Source: an optimization exercise on an open RTL-to-GDS flow (aim: small area). Production flows keep margins and buffers that such runs may drop. At most, simulation tests tie the RTL to the original design; equivalence was not proved. No activity file was given, so power comes from the tool's default toggle rates.

Design uart_string_loopback, start of the top module:
module uart_string_loopback (
    input  wire clk,
    input  wire rst_n,
    input  wire rx,
    output wire tx
);
Size: roughly 460 cells after synthesis, ~4 I/O pins.
==> module uart_string_loopback, before the edit <==
module uart_string_loopback (
    input  wire clk,
    input  wire rst_n,
    input  wire rx,
    output wire tx
);
reg [255:0] ring;
reg [2:0] bit_pos;
reg [4:0] write_rel;     
reg [4:0] count;         
wire rx_bit, rx_bit_ok, rx_valid;
wire [2:0] rx_idx, tx_idx;
wire tx_busy;
wire slot_end = (bit_pos == 3'd7);
wire at_w = (write_rel == 5'd0);
wire at_r = (write_rel == count);
wire buffer_full  = (count == 5'd31);
wire buffer_empty = (count == 5'd0);
wire push    = rx_valid && !buffer_full;
wire trigger = !tx_busy && !buffer_empty;
wire write_en = rx_bit_ok && at_w && (bit_pos == rx_idx);
wire read_en  = at_r && (bit_pos == tx_idx);
uart_rx uart_rx_inst (
    .clk(clk),
    .rst_n(rst_n),
    .rx(rx),
    .bit_out(rx_bit),
    .bit_idx(rx_idx),
    .bit_ok(rx_bit_ok),
    .valid(rx_valid)
);
uart_tx uart_tx_inst (
    .clk(clk),
    .rst_n(rst_n),
    .trigger(trigger),
    .bit_in(ring[7]),
    .bit_load(read_en),
    .bit_idx(tx_idx),
    .tx(tx),
    .busy(tx_busy)
);
always @(posedge clk)
    ring <= {ring[254:0], write_en ? rx_bit : ring[255]};
always @(posedge clk or negedge rst_n) begin
    if (!rst_n) begin
        bit_pos   <= 3'd0;
        write_rel <= 5'd0;
        count     <= 5'd0;
    end else begin
        bit_pos <= bit_pos + 3'd1;
        if (push && !slot_end)
            write_rel <= write_rel + 5'd1;
        else if (!push && slot_end)
            write_rel <= write_rel - 5'd1;
        if (push && !trigger)
            count <= count + 5'd1;
        else if (!push && trigger)
            count <= count - 5'd1;
    end
end
endmodule
Settings: LEC_CHECK=0, CAP_MARGIN=20, CORE_MARGIN=2, CORE_UTILIZATION=70, SLEW_MARGIN=20; clock period 20.0 ns.
standard.sh (not shown) runs the stock make flow with config.mk's settings and CLKGATE_MAP_FILE= SYNTH_SCRIPT=/design/flow/synth_recipe.tcl, a recipe that flattens the netlist after the stock synthesis.
==> flow/flow/run.sh <==
#!/bin/bash
# The standard layout, with three changes:
# - after the standard synthesis, its combinational gates are re-mapped for
#   area (flow/resynth.ys, with each ABC script flow/area*.abc, keeping the
#   smallest result); the flip-flops stay exactly as synthesised;
# - clock tree synthesis adds no dummy loads and uses clkbuf_4;
# - port buffers are buf_2.
set -euo pipefail
export CTS_ARGS="-sink_clustering_enable -repair_clock_nets -buf_list sky130_fd_sc_hd__clkbuf_4 -sink_clustering_size 12 -sink_clustering_max_diameter 40 -dont_use_dummy_load"
export BUFFER_PORTS_ARGS="-buffer_cell sky130_fd_sc_hd__buf_2"
R=orfs/results/$FLOW_PLATFORM/uart_string_loopback/base
LIB=$FLOW_HOME/platforms/sky130hd/lib/sky130_fd_sc_hd__tt_025C_1v80.lib

bash standard.sh synth > standard_synth.log 2>&1
cp $R/1_2_yosys.v standard_synth_netlist.v

best=""; best_area=""
for s in flow/area*.abc; do
  n=$(basename $s .abc)
  sed -e "s#LIB_FILE#$LIB#g" -e "s#NETLIST_IN#standard_synth_netlist.v#" \
      -e "s#NETLIST_OUT#resynth_$n.v#" -e "s#TOP_NAME#$FLOW_TOP#" \
      -e "s#ABC_SCRIPT#$s#" flow/resynth.ys > resynth_$n.ys
  if timeout 300 yosys -s resynth_$n.ys > resynth_$n.log 2>&1; then
    a=$(grep "Chip area for module" resynth_$n.log | tail -1 | awk '{print $NF}')
    echo "$n $a" >> resynth_areas.log
    if [ -z "$best" ] || awk -v a="$a" -v b="$best_area" 'BEGIN{exit !(a < b)}'; then
      best=$n; best_area=$a
    fi
  fi
done
echo "picked $best $best_area" >> resynth_areas.log
cp resynth_$best.v $R/1_2_yosys.v
rm -f $R/1_synth.odb $R/1_synth.sdc
bash standard.sh synth > standard_synth_odb.log 2>&1
bash standard.sh > standard.log 2>&1
Other scripts of this flow, unchanged in this note and not shown: flow/flow/area1.abc, flow/flow/area2.abc, flow/flow/area3.abc, flow/flow/resynth.ys
Rerun with:
--- a/flow/design.v
+++ b/flow/design.v
@@ -99,21 +99,22 @@
     output wire tx
 );
 reg [255:0] ring;
 reg [2:0] bit_pos;
 reg [4:0] write_rel;     
-reg [4:0] count;         
+reg [4:0] read_rel;      
 wire rx_bit, rx_bit_ok, rx_valid;
 wire [2:0] rx_idx, tx_idx;
 wire tx_busy;
 wire slot_end = (bit_pos == 3'd7);
 wire at_w = (write_rel == 5'd0);
-wire at_r = (write_rel == count);
-wire buffer_full  = (count == 5'd31);
-wire buffer_empty = (count == 5'd0);
+wire at_r = (read_rel == 5'd0);
+wire after_w = (write_rel == 5'd31);
+reg buffer_nonempty;
+reg buffer_full;
 wire push    = rx_valid && !buffer_full;
-wire trigger = !tx_busy && !buffer_empty;
+wire trigger = !tx_busy && buffer_nonempty;
 wire write_en = rx_bit_ok && at_w && (bit_pos == rx_idx);
 wire read_en  = at_r && (bit_pos == tx_idx);
 uart_rx uart_rx_inst (
     .clk(clk),
     .rst_n(rst_n),
@@ -135,21 +136,31 @@
 );
 always @(posedge clk)
     ring <= {ring[254:0], write_en ? rx_bit : ring[255]};
 always @(posedge clk or negedge rst_n) begin
     if (!rst_n) begin
-        bit_pos   <= 3'd0;
-        write_rel <= 5'd0;
-        count     <= 5'd0;
+        bit_pos         <= 3'd0;
+        write_rel       <= 5'd0;
+        read_rel        <= 5'd0;
+        buffer_nonempty <= 1'b0;
+        buffer_full     <= 1'b0;
     end else begin
         bit_pos <= bit_pos + 3'd1;
         if (push && !slot_end)
             write_rel <= write_rel + 5'd1;
         else if (!push && slot_end)
             write_rel <= write_rel - 5'd1;
-        if (push && !trigger)
-            count <= count + 5'd1;
-        else if (!push && trigger)
-            count <= count - 5'd1;
+        if (trigger && !slot_end)
+            read_rel <= read_rel + 5'd1;
+        else if (!trigger && slot_end)
+            read_rel <= read_rel - 5'd1;
+        if (push)
+            buffer_nonempty <= 1'b1;
+        else if (at_w)
+            buffer_nonempty <= !at_r;
+        if (trigger)
+            buffer_full <= 1'b0;
+        else if (after_w)
+            buffer_full <= at_r;
     end
 end
 endmodule
Effect:
- worst hold slack gets better by 0.0056 ns
- routed wire length came out lower by 3.7%
- total power goes up by about 0.8%
- non-clock buffer count is unchanged
- sequential share of layout area went up by 0.28 points


the baseline:
The RTL this note starts from:
==> flow/design.v <==
module uart_rx (
    input clk,
    input rst_n,
    input rx,
    output reg bit_out,        
    output wire [2:0] bit_idx,
    output wire bit_ok,        
    output wire valid          
);
    localparam [3:0] PHASE_IDLE = 4'b0001, PHASE_VALID = 4'b0000, PHASE_START = 4'b0110;
    localparam [8:0] LFSR_END  = 9'h1ee;
    localparam [8:0] LFSR_IDLE = 9'h11c;     
    reg [3:0] phase;
    reg [8:0] lfsr;
    reg rx_sync1, rx_sync2;
    always @(posedge clk or negedge rst_n) begin
        if (!rst_n) begin
            rx_sync1 <= 1'b1;
            rx_sync2 <= 1'b1;
        end else begin
            rx_sync1 <= rx;
            rx_sync2 <= rx_sync1;
        end
    end
    wire sample = (lfsr == LFSR_END);
    wire idle   = (phase[3:1] == 3'b000);    
    assign bit_ok  = phase[3];
    assign bit_idx = phase[2:0];
    assign valid   = (phase == PHASE_VALID);
    always @(posedge clk or negedge rst_n) begin
        if (!rst_n) begin
            phase <= PHASE_IDLE;
        end else begin
            if (idle) begin
                phase <= rx_sync2 ? PHASE_IDLE : PHASE_START;
            end else if (sample) begin
                if ((phase == PHASE_START || phase == 4'b1111) && (rx_sync2 ^ phase[3]))
                    phase <= PHASE_IDLE;
                else
                    phase <= phase + 4'd1;
            end
        end
    end
    always @(posedge clk) begin
        if (sample) bit_out <= rx_sync2;
        if (idle)
            lfsr <= LFSR_IDLE;
        else
            lfsr <= {lfsr[7:0], lfsr[8] ^ lfsr[4] ^ sample};
    end
endmodule
module uart_tx (
    input clk,
    input rst_n,
    input trigger,           
    input bit_in,
    input bit_load,
    output wire [2:0] bit_idx,
    output reg tx,
    output wire busy
);
    localparam [3:0] PHASE_IDLE = 4'b0010, PHASE_START = 4'b0111;
    localparam [8:0] LFSR_END  = 9'h1ee;
    localparam [8:0] LFSR_IDLE = 9'h1f7;     
    reg [3:0] phase;
    reg [8:0] lfsr;
    reg next_bit;
    wire hit  = (lfsr == LFSR_END);
    wire idle = (phase == PHASE_IDLE);
    assign busy    = !idle;
    assign bit_idx = phase[2:0];
    always @(posedge clk or negedge rst_n) begin
        if (!rst_n) begin
            phase <= PHASE_IDLE;
            tx    <= 1'b1;
        end else begin
            if (idle) begin
                if (trigger) phase <= PHASE_START;
            end else if (hit) begin
                phase <= phase + 4'd1;
                tx <= phase[3] ? next_bit : !phase[2];
            end
        end
    end
    always @(posedge clk) begin
        if (bit_load) next_bit <= bit_in;
        if (idle)
            lfsr <= LFSR_IDLE;
        else
            lfsr <= {lfsr[7:0], lfsr[8] ^ lfsr[4] ^ hit};
    end
endmodule
module uart_string_loopback (
    input  wire clk,
    input  wire rst_n,
    input  wire rx,
    output wire tx
);
reg [255:0] ring;
reg [7:0] addr;
reg [4:0] write_ptr;
reg [4:0] read_ptr;
wire rx_bit, rx_bit_ok, rx_valid;
wire [2:0] rx_idx, tx_idx;
wire tx_busy;
wire at_w = (addr[7:3] == write_ptr);
wire at_r = (addr[7:3] == read_ptr);
reg  at_w_d;
reg buffer_nonempty;
reg buffer_full;
wire push    = rx_valid && !buffer_full;
wire trigger = !tx_busy && buffer_nonempty;
wire write_en = rx_bit_ok && at_w && (addr[2:0] == rx_idx);
wire read_en  = at_r && (addr[2:0] == tx_idx);
uart_rx uart_rx_inst (
    .clk(clk),
    .rst_n(rst_n),
    .rx(rx),
    .bit_out(rx_bit),
    .bit_idx(rx_idx),
    .bit_ok(rx_bit_ok),
    .valid(rx_valid)
);
uart_tx uart_tx_inst (
    .clk(clk),
    .rst_n(rst_n),
    .trigger(trigger),
    .bit_in(ring[7]),
    .bit_load(read_en),
    .bit_idx(tx_idx),
    .tx(tx),
    .busy(tx_busy)
);
always @(posedge clk)
    at_w_d <= at_w;
always @(posedge clk)
    ring <= {ring[254:0], write_en ? rx_bit : ring[255]};
always @(posedge clk or negedge rst_n) begin
    if (!rst_n) begin
        addr         <= 8'd0;
        write_ptr    <= 5'd0;
        read_ptr     <= 5'd0;
        buffer_nonempty <= 1'b0;
        buffer_full     <= 1'b0;
    end else begin
        addr <= addr + 8'd1;
        if (push) begin
            write_ptr       <= write_ptr + 5'd1;
            buffer_nonempty <= 1'b1;
        end else if (at_w) begin
            buffer_nonempty <= !at_r;
        end
        if (trigger) begin
            read_ptr    <= read_ptr + 5'd1;
            buffer_full <= 1'b0;
        end else if (at_w_d && !at_w) begin
            buffer_full <= at_r;
        end
    end
end
endmodule
clock: 20.0 ns
lec_check: 0
cap_margin: 20
core_margin: 2
core_utilization: 70
cts_buf_list: sky130_fd_sc_hd__clkbuf_4
cts_cluster_diameter: 50
cts_cluster_size: 10
slew_margin: 20
==> flow/flow/run.sh <==
#!/bin/bash
# The standard layout; clock tree without dummy loads, port buffers of the
# smallest buffer, and downsizing of gates off the critical paths
export CTS_ARGS="-sink_clustering_enable -repair_clock_nets -buf_list sky130_fd_sc_hd__clkbuf_4 -sink_clustering_size 10 -sink_clustering_max_diameter 50 -dont_use_dummy_load"
export BUFFER_PORTS_ARGS="-buffer_cell sky130_fd_sc_hd__buf_1"
export RECOVER_POWER=100
bash standard.sh > standard.log 2>&1
Although the baseline finished all stages, its layout failed final checks on capacitance limit, slew limit.
Changes in the candidate relative to the baseline:
--- a/flow/design.v
+++ b/flow/design.v
@@ -6,7 +6,7 @@
     output wire [2:0] bit_idx,
     output wire bit_ok,        
-    output wire valid          
+    output reg valid           
 );
-    localparam [3:0] PHASE_IDLE = 4'b0001, PHASE_VALID = 4'b0000, PHASE_START = 4'b0110;
+    localparam [3:0] PHASE_IDLE = 4'b0000, PHASE_START = 4'b0110;
     localparam [8:0] LFSR_END  = 9'h1ee;
     localparam [8:0] LFSR_IDLE = 9'h11c;     
@@ -24,16 +24,17 @@
     end
     wire sample = (lfsr == LFSR_END);
-    wire idle   = (phase[3:1] == 3'b000);    
+    wire idle   = (phase == PHASE_IDLE);
     assign bit_ok  = phase[3];
     assign bit_idx = phase[2:0];
-    assign valid   = (phase == PHASE_VALID);
     always @(posedge clk or negedge rst_n) begin
         if (!rst_n) begin
             phase <= PHASE_IDLE;
+            valid <= 1'b0;
         end else begin
+            valid <= sample && (phase == 4'b1111) && rx_sync2;
             if (idle) begin
-                phase <= rx_sync2 ? PHASE_IDLE : PHASE_START;
+                if (!rx_sync2) phase <= PHASE_START;
             end else if (sample) begin
-                if ((phase == PHASE_START || phase == 4'b1111) && (rx_sync2 ^ phase[3]))
+                if (phase == PHASE_START && rx_sync2)
                     phase <= PHASE_IDLE;
                 else
Results
In the candidate the implementation completed, yet the final layout does not meet the checks, the culprit being capacitance limit, slew limit.
The candidate vs the baseline on worst max-slew margin expressed relative to the limit: the candidate is the lower one.
Compared with the baseline, in the candidate first-iteration DRC count shows an increase of about 30%; total clock buffers created by CTS saw an increase; post-synth net total up 1.9%; cell area now larger; setup slack at placement down 6.0 ps.
Relative to the baseline, wire length of the first global-routing pass has gone up in the candidate.
The run with more routed wire is the candidate, not the baseline.
~same sequential share of layout area in the candidate and the baseline
Re post-detailed-placement cell area: the candidate and the baseline aren't equal, and the lower value belongs to the baseline.
Of the candidate and the baseline, the run reporting the lower effective utilization at floorplan was the baseline.
No functional check of the RTL was part of the candidate.


run 1:
Starts from the design.v that is shown in full above.
==> flow/config.mk <==
export PLATFORM = sky130hd
export DESIGN_NAME = uart_string_loopback
export DESIGN_NICKNAME = uart_string_loopback
export VERILOG_FILES = /design/flow/design.v
export SDC_FILE = /design/flow/constraint.sdc
export NUM_CORES = 4
export LEC_CHECK = 0
export CAP_MARGIN = 20
export CORE_MARGIN = 2
export CORE_UTILIZATION = 70
export SLEW_MARGIN = 20
==> flow/constraint.sdc <==
create_clock -name core_clock -period 20.0 [get_ports {clk}]
set_input_delay 4.0000 -clock core_clock [delete_from_list [all_inputs] [get_ports {clk}]]
set_output_delay 4.0000 -clock core_clock [all_outputs]
set_load 0.01 [all_outputs]
==> flow/flow/run.sh <==
#!/bin/bash
# The standard layout, with three changes:
# - after the standard synthesis, its combinational gates are re-mapped for
#   area (flow/resynth.ys); the flip-flops stay exactly as synthesised;
# - clock tree synthesis adds no dummy loads and uses clkbuf_4;
# - port buffers are buf_2.
set -euo pipefail
export CTS_ARGS="-sink_clustering_enable -repair_clock_nets -buf_list sky130_fd_sc_hd__clkbuf_4 -sink_clustering_size 10 -sink_clustering_max_diameter 50 -dont_use_dummy_load"
export BUFFER_PORTS_ARGS="-buffer_cell sky130_fd_sc_hd__buf_2"
R=orfs/results/$FLOW_PLATFORM/uart_string_loopback/base
LIB=$FLOW_HOME/platforms/sky130hd/lib/sky130_fd_sc_hd__tt_025C_1v80.lib

bash standard.sh synth > standard_synth.log 2>&1
cp $R/1_2_yosys.v standard_synth_netlist.v
sed -e "s#LIB_FILE#$LIB#g" -e "s#NETLIST_IN#standard_synth_netlist.v#" \
    -e "s#NETLIST_OUT#$R/1_2_yosys.v#" -e "s#TOP_NAME#$FLOW_TOP#" flow/resynth.ys > resynth.ys
yosys -s resynth.ys > resynth.log 2>&1
rm -f $R/1_synth.odb $R/1_synth.sdc
bash standard.sh synth > standard_synth_odb.log 2>&1
bash standard.sh > standard.log 2>&1
==> flow/flow/area.abc <==
strash; dch -f; amap; strash; dch -f; amap
==> flow/flow/resynth.ys <==
# Re-map the combinational logic of the standard synthesis for area.
# Every flip-flop instance is kept as it is (a black box here), with its name
# and cell type; only the gates between them are rebuilt.
read_liberty -ignore_miss_func LIB_FILE
blackbox =sky130_fd_sc_hd__df* =sky130_fd_sc_hd__edf* =sky130_fd_sc_hd__sdf* =sky130_fd_sc_hd__sedf* =sky130_fd_sc_hd__dl*
read_verilog NETLIST_IN
hierarchy -top TOP_NAME
stat -liberty LIB_FILE
flatten
opt -purge
abc -liberty LIB_FILE -dont_use *lpflow* -dont_use *probe* -script flow/area.abc
opt_clean -purge
hilomap -singleton -hicell sky130_fd_sc_hd__conb_1 HI -locell sky130_fd_sc_hd__conb_1 LO
insbuf -buf sky130_fd_sc_hd__buf_4 A X
splitnets
opt_clean -purge
stat -liberty LIB_FILE
write_verilog -noattr -noexpr -nohex -nodec NETLIST_OUT
#### Input delta (run 2 over run 1)
--- a/flow/design.v
+++ b/flow/design.v
@@ -98,19 +98,20 @@
 );
 reg [255:0] ring;
-reg [7:0] addr;
-reg [4:0] write_ptr;
-reg [4:0] read_ptr;
+reg [2:0] bit_pos;
+reg [4:0] write_rel;     
+reg [4:0] read_rel;      
 wire rx_bit, rx_bit_ok, rx_valid;
 wire [2:0] rx_idx, tx_idx;
 wire tx_busy;
-wire at_w = (addr[7:3] == write_ptr);
-wire at_r = (addr[7:3] == read_ptr);
-reg  at_w_d;
+wire slot_end = (bit_pos == 3'd7);
+wire at_w = (write_rel == 5'd0);
+wire at_r = (read_rel == 5'd0);
+wire after_w = (write_rel == 5'd31);
 reg buffer_nonempty;
 reg buffer_full;
 wire push    = rx_valid && !buffer_full;
 wire trigger = !tx_busy && buffer_nonempty;
-wire write_en = rx_bit_ok && at_w && (addr[2:0] == rx_idx);
-wire read_en  = at_r && (addr[2:0] == tx_idx);
+wire write_en = rx_bit_ok && at_w && (bit_pos == rx_idx);
+wire read_en  = at_r && (bit_pos == tx_idx);
 uart_rx uart_rx_inst (
     .clk(clk),
@@ -133,28 +134,30 @@
 );
 always @(posedge clk)
-    at_w_d <= at_w;
-always @(posedge clk)
     ring <= {ring[254:0], write_en ? rx_bit : ring[255]};
 always @(posedge clk or negedge rst_n) begin
     if (!rst_n) begin
-        addr         <= 8'd0;
-        write_ptr    <= 5'd0;
-        read_ptr     <= 5'd0;
+        bit_pos         <= 3'd0;
+        write_rel       <= 5'd0;
+        read_rel        <= 5'd0;
         buffer_nonempty <= 1'b0;
         buffer_full     <= 1'b0;
     end else begin
-        addr <= addr + 8'd1;
-        if (push) begin
-            write_ptr       <= write_ptr + 5'd1;
+        bit_pos <= bit_pos + 3'd1;
+        if (push && !slot_end)
+            write_rel <= write_rel + 5'd1;
+        else if (!push && slot_end)
+            write_rel <= write_rel - 5'd1;
+        if (trigger && !slot_end)
+            read_rel <= read_rel + 5'd1;
+        else if (!trigger && slot_end)
+            read_rel <= read_rel - 5'd1;
+        if (push)
             buffer_nonempty <= 1'b1;
-        end else if (at_w) begin
+        else if (at_w)
             buffer_nonempty <= !at_r;
-        end
-        if (trigger) begin
-            read_ptr    <= read_ptr + 5'd1;
+        if (trigger)
             buffer_full <= 1'b0;
-        end else if (at_w_d && !at_w) begin
+        else if (after_w)
             buffer_full <= at_r;
-        end
     end
 end
## What came out
- Most utilized layer in the global route result = met2: run 1; most utilized layer in the global route result = met1: run 2
- Run 1 has a lower minimum clock period after layout than run 2.
- Compared with run 1, maximum frequency in run 2 decreased slightly.
- Side by side, share of cell area taken by multi-input logic gates turned out higher in run 2 than in run 1.
- Sequential power down about 2% in run 2 wrt run 1
- Relative to run 1, total design power has gone down in run 2.
- Compared to run 1, run 2 was floorplanned on a smaller die.

[static timing again, ports no longer ideal]
How much do the figures lean on ideal ports? The routed layouts below were timed once more, with nothing changed but the port constraints.
Step 1 sets driving cells, clkbuf_16 on the clock port and buf_2 on the other inputs (assumed; they add their load-dependent delay and slew).
Step 2 times the ports against the registers' clock, not the clock port: input delays grow and output delays shrink by t, the midpoint of the rising clock arrivals with the driver on.
Three values: no drivers, after step 1, after step 2; two values: the first two.
run	t, ns	slack for setup (ns)	worst setup path at the end	clock arrival spread, ns	slew at the worst register clock pin (ns)
the first run of note 1	0.611	14.750 / 14.719 / 15.331	register to output	0.073 / 0.073	0.12 / 0.12
the second run of note 1	0.621	14.784 / 14.752 / 15.373	register to output	0.070 / 0.070	0.12 / 0.12
the baseline	0.563	14.757 / 14.729 / 14.530	input, reset recovery	0.044 / 0.044	0.10 / 0.10
the candidate	0.582	14.784 / 14.755 / 14.573	input, reset recovery	0.062 / 0.061	0.10 / 0.10
run 1	0.573	14.814 / 14.784 / 15.356	register to output	0.044 / 0.045	0.11 / 0.11
run 2	0.551	14.792 / 14.761 / 15.313	register to output	0.051 / 0.051	0.11 / 0.11
For the baseline, which loses most, drivers alone change the setup slack by -0.028 ns; drivers and shift together by -0.227 ns. Setup slack includes reset recovery checks.
